From an optimization exercise on the open Yosys and OpenROAD flow, aimed at small area; shortcuts taken in it are not production practice.
The RTL was checked by simulation tests, not by an equivalence proof against the original design.

==> exp/indigo <==
==> flow/design.v (excerpt) <==
module Top_FFT #(parameter INTEGER_SIZE = 8, FRACT_SIZE = 8, NFFT = 128) (
    input  wire clk, rst,
    input  wire start_FFT,
    input  wire signed [INTEGER_SIZE+FRACT_SIZE-1:0] serial_in_r, serial_in_i,
    output wire signed [INTEGER_SIZE+FRACT_SIZE-1:0] serial_out_r, serial_out_i,
    output wire end_FFT, data_valid_FFT
);
export LEC_CHECK = 0
export CAP_MARGIN = 5
export CORE_MARGIN = 2
export CORE_UTILIZATION = 65
export CTS_BUF_LIST = sky130_fd_sc_hd__clkbuf_8
export CTS_CLUSTER_DIAMETER = 60
export CTS_CLUSTER_SIZE = 16
export PLACE_DENSITY = 0.72
export SLEW_MARGIN = 5
create_clock -name core_clock -period 12.0 [get_ports {clk}]
run.sh (not shown) runs the stock make flow with config.mk's settings and CLKGATE_MAP_FILE= SYNTH_SCRIPT=/design/flow/synth_recipe.tcl, a recipe that flattens the netlist after the stock synthesis.
==> exp/umber: changes against exp/indigo <==
==> flow/flow/run.sh (new file) <==
#!/bin/bash
# The standard layout (standard.sh) with one change: clock tree synthesis without dummy loads.
# The CTS arguments are otherwise those that config.mk's CTS settings give the standard flow.
set -o pipefail
export CTS_ARGS="-sink_clustering_enable -repair_clock_nets -sink_clustering_size 16 -sink_clustering_max_diameter 60 -buf_list sky130_fd_sc_hd__clkbuf_8 -dont_use_dummy_load"
echo "CTS_ARGS=$CTS_ARGS" > run.log
bash standard.sh > standard.log 2>&1
status=$?
echo "standard.sh exit $status" >> run.log
exit $status
==> flow/standard.sh (new file) <==
#!/bin/bash
# synth_recipe.tcl (not shown) runs the flow's synth.tcl, then flattens the netlist and writes it again
# the make line also repeats each setting of config.mk as NAME=value (left out here)
make -C /OpenROAD-flow-scripts/flow DESIGN_CONFIG=/design/flow/config.mk WORK_HOME=/design/flow/orfs CLKGATE_MAP_FILE= SYNTH_SCRIPT=/design/flow/synth_recipe.tcl "${@:-finish}"
removed: flow/run.sh
==> Implementation_results.wiki <==
{| class="wikitable"
! Metric !! Value
|-
| Proportion of cell area occupied by multi-input gates || 0.315
|-
| Routed vias || 69500
|-
| Fraction of area in clock buffers and inverters || 0.0315
|-
| Clock-pin slew on the worst setup and hold paths || 0.10 ns
|-
| Outcome || no timing/DRC/antenna violations
|-
| Latest clock arrival within the worst-skew pair || 1.06 ns
|-
| Post-layout util || 0.698
|-
| Tightest Pin Transition || 1.37 ns
|-
| Final critical delay including setup and external delays || 11.56 ns
|-
| Global-route usage over all layers || 0.263
|}
# the run above: exp/umber

==> Implementation_results.wiki <==
{| class="wikitable"
! Metric !! Value
|-
| Share of Yosys cell area claimed by the top area cell type || 0.631
|-
| Maximum net fanout on the critical path || 54
|-
| Latest clock arrival within the worst-skew pair || 1.08 ns
|-
| Final critical delay including setup and external delays || 11.57 ns
|-
| Fraction of area in clock buffers and inverters || 0.0348
|-
| Tightest Pin Transition || 1.39 ns
|-
| DRT met1 WL || 118000 µm
|-
| Post-layout util || 0.700
|-
| Critical Path End Type || primary output
|-
| Number of hold-repair buffers added at the cts stage || 0
|-
| Routed vias || 69600
|-
| Outcome || no timing/DRC/antenna violations
|-
| Clock-pin slew on the worst setup and hold paths || 0.09 ns
|-
| Proportion of cell area occupied by multi-input gates || 0.314
|-
| Initial cell density of the core || 0.654
|-
| Multiplexer area fraction after synthesis || 0.0143
|}
# the run above: exp/indigo


* * *

==> inputs of exp/maple <==
Another version of the RTL of Top_FFT (not shown whole).
Settings: LEC_CHECK=0, CAP_MARGIN=5, CORE_MARGIN=2, CORE_UTILIZATION=60, CTS_BUF_LIST=sky130_fd_sc_hd__clkbuf_8, CTS_CLUSTER_DIAMETER=50, CTS_CLUSTER_SIZE=20, PLACE_DENSITY=0.7, SLEW_MARGIN=5; clock period 12.0 ns.
Stock flow here: none of the scripts above is used.
==> exp/sierra: changes against exp/maple <==
- CORE_UTILIZATION: 60 -> 65
- CTS_CLUSTER_DIAMETER: 50 -> 60
- CTS_CLUSTER_SIZE: 20 -> 16
- PLACE_DENSITY: 0.7 -> 0.72
==> exp/xenon: changes against exp/maple <==
- CTS_CLUSTER_DIAMETER: 50 -> 60
- CTS_CLUSTER_SIZE: 20 -> 16
==> run summary <==
metric	exp/sierra	exp/xenon	exp/maple
Area taken by multi-input logic gates	0.04520 mm²	0.04522 mm²	0.04522 mm²
Final standard cell utilization of the core	70.01%	64.81%	64.99%
Global Route met3 Usage	5.118%	4.017%	4.290%
Pin slew with the least headroom to its limit	1246 ps	1170 ps	1199 ps
Clock latency of the later-clocked register in the worst-skew pair	1120 ps	1110 ps	1080 ps
Initial antenna violation count	10	7	4
Tap cell count	2,688	2,975	2,975
End point of the critical path	serial_out_r[15]	serial_out_i[15]	serial_out_i[15]
CP max stage cell	sky130_fd_sc_hd__clkdlybuf4s50_1	sky130_fd_sc_hd__dfrtp_4	sky130_fd_sc_hd__dfrtp_4
Hold Crit Start	s1_dl[701]	s1_dl[1852]	s2_dl[561]
Hold Crit Endpoint	s1_dl[733]	s1_dl[1884]	s2_dl[593]
Worst Reg2Reg Path Length in Cells	35	44	44
Maximum number of pins on one net before global-route repair	83	85	85
R2R setup slack	910 ps	1050 ps	1080 ps
Via count of the first global-routing pass	73,760	72,910	72,790
Cell area after placement	0.1385 mm²	0.1391 mm²	0.1391 mm²
Run status	no timing/DRC/antenna violations	no timing/DRC/antenna violations	no timing/DRC/antenna violations
Peak clock frequency supported by timing	87.72 MHz	87.32 MHz	87.67 MHz

re-timing with driven ports:
The flow's constraints put no driver on any port. The routed layouts listed below were extracted and timed again, unchanged, in two steps.
Step 1: set_driving_cell puts a clkbuf_16 on clk and a buf_2 on each other input, an assumption about the parent block.
Step 2 adds t to the input delays and takes it off the output delays; t is the mean of the earliest and latest rising clock arrival at the registers after step 1. Input paths then give back, and output paths get back, about the clock's delay inside the block.
a / b / c = ideal ports / drivers / drivers and shift; a / b = the first two.
run	t, ns	slack for setup (ns)	worst hold slack (ns)
exp/indigo	1.107	0.429 / 0.343 / 0.118	0.230 / 0.230 / 0.230
exp/umber	1.097	0.435 / 0.348 / 0.135	0.243 / 0.243 / 0.243
exp/maple	1.104	0.594 / 0.504 / -0.019	0.262 / 0.262 / 0.262
exp/sierra	1.155	0.600 / 0.504 / 0.094	0.241 / 0.241 / 0.241
exp/xenon	1.122	0.548 / 0.465 / -0.079	0.223 / 0.223 / 0.223
With both steps, setup timing fails in exp/maple and exp/xenon, where it was met with ideal ports. The setup slack of exp/xenon, which loses most, moves by -0.083 ns with the drivers and by -0.627 ns with both steps.
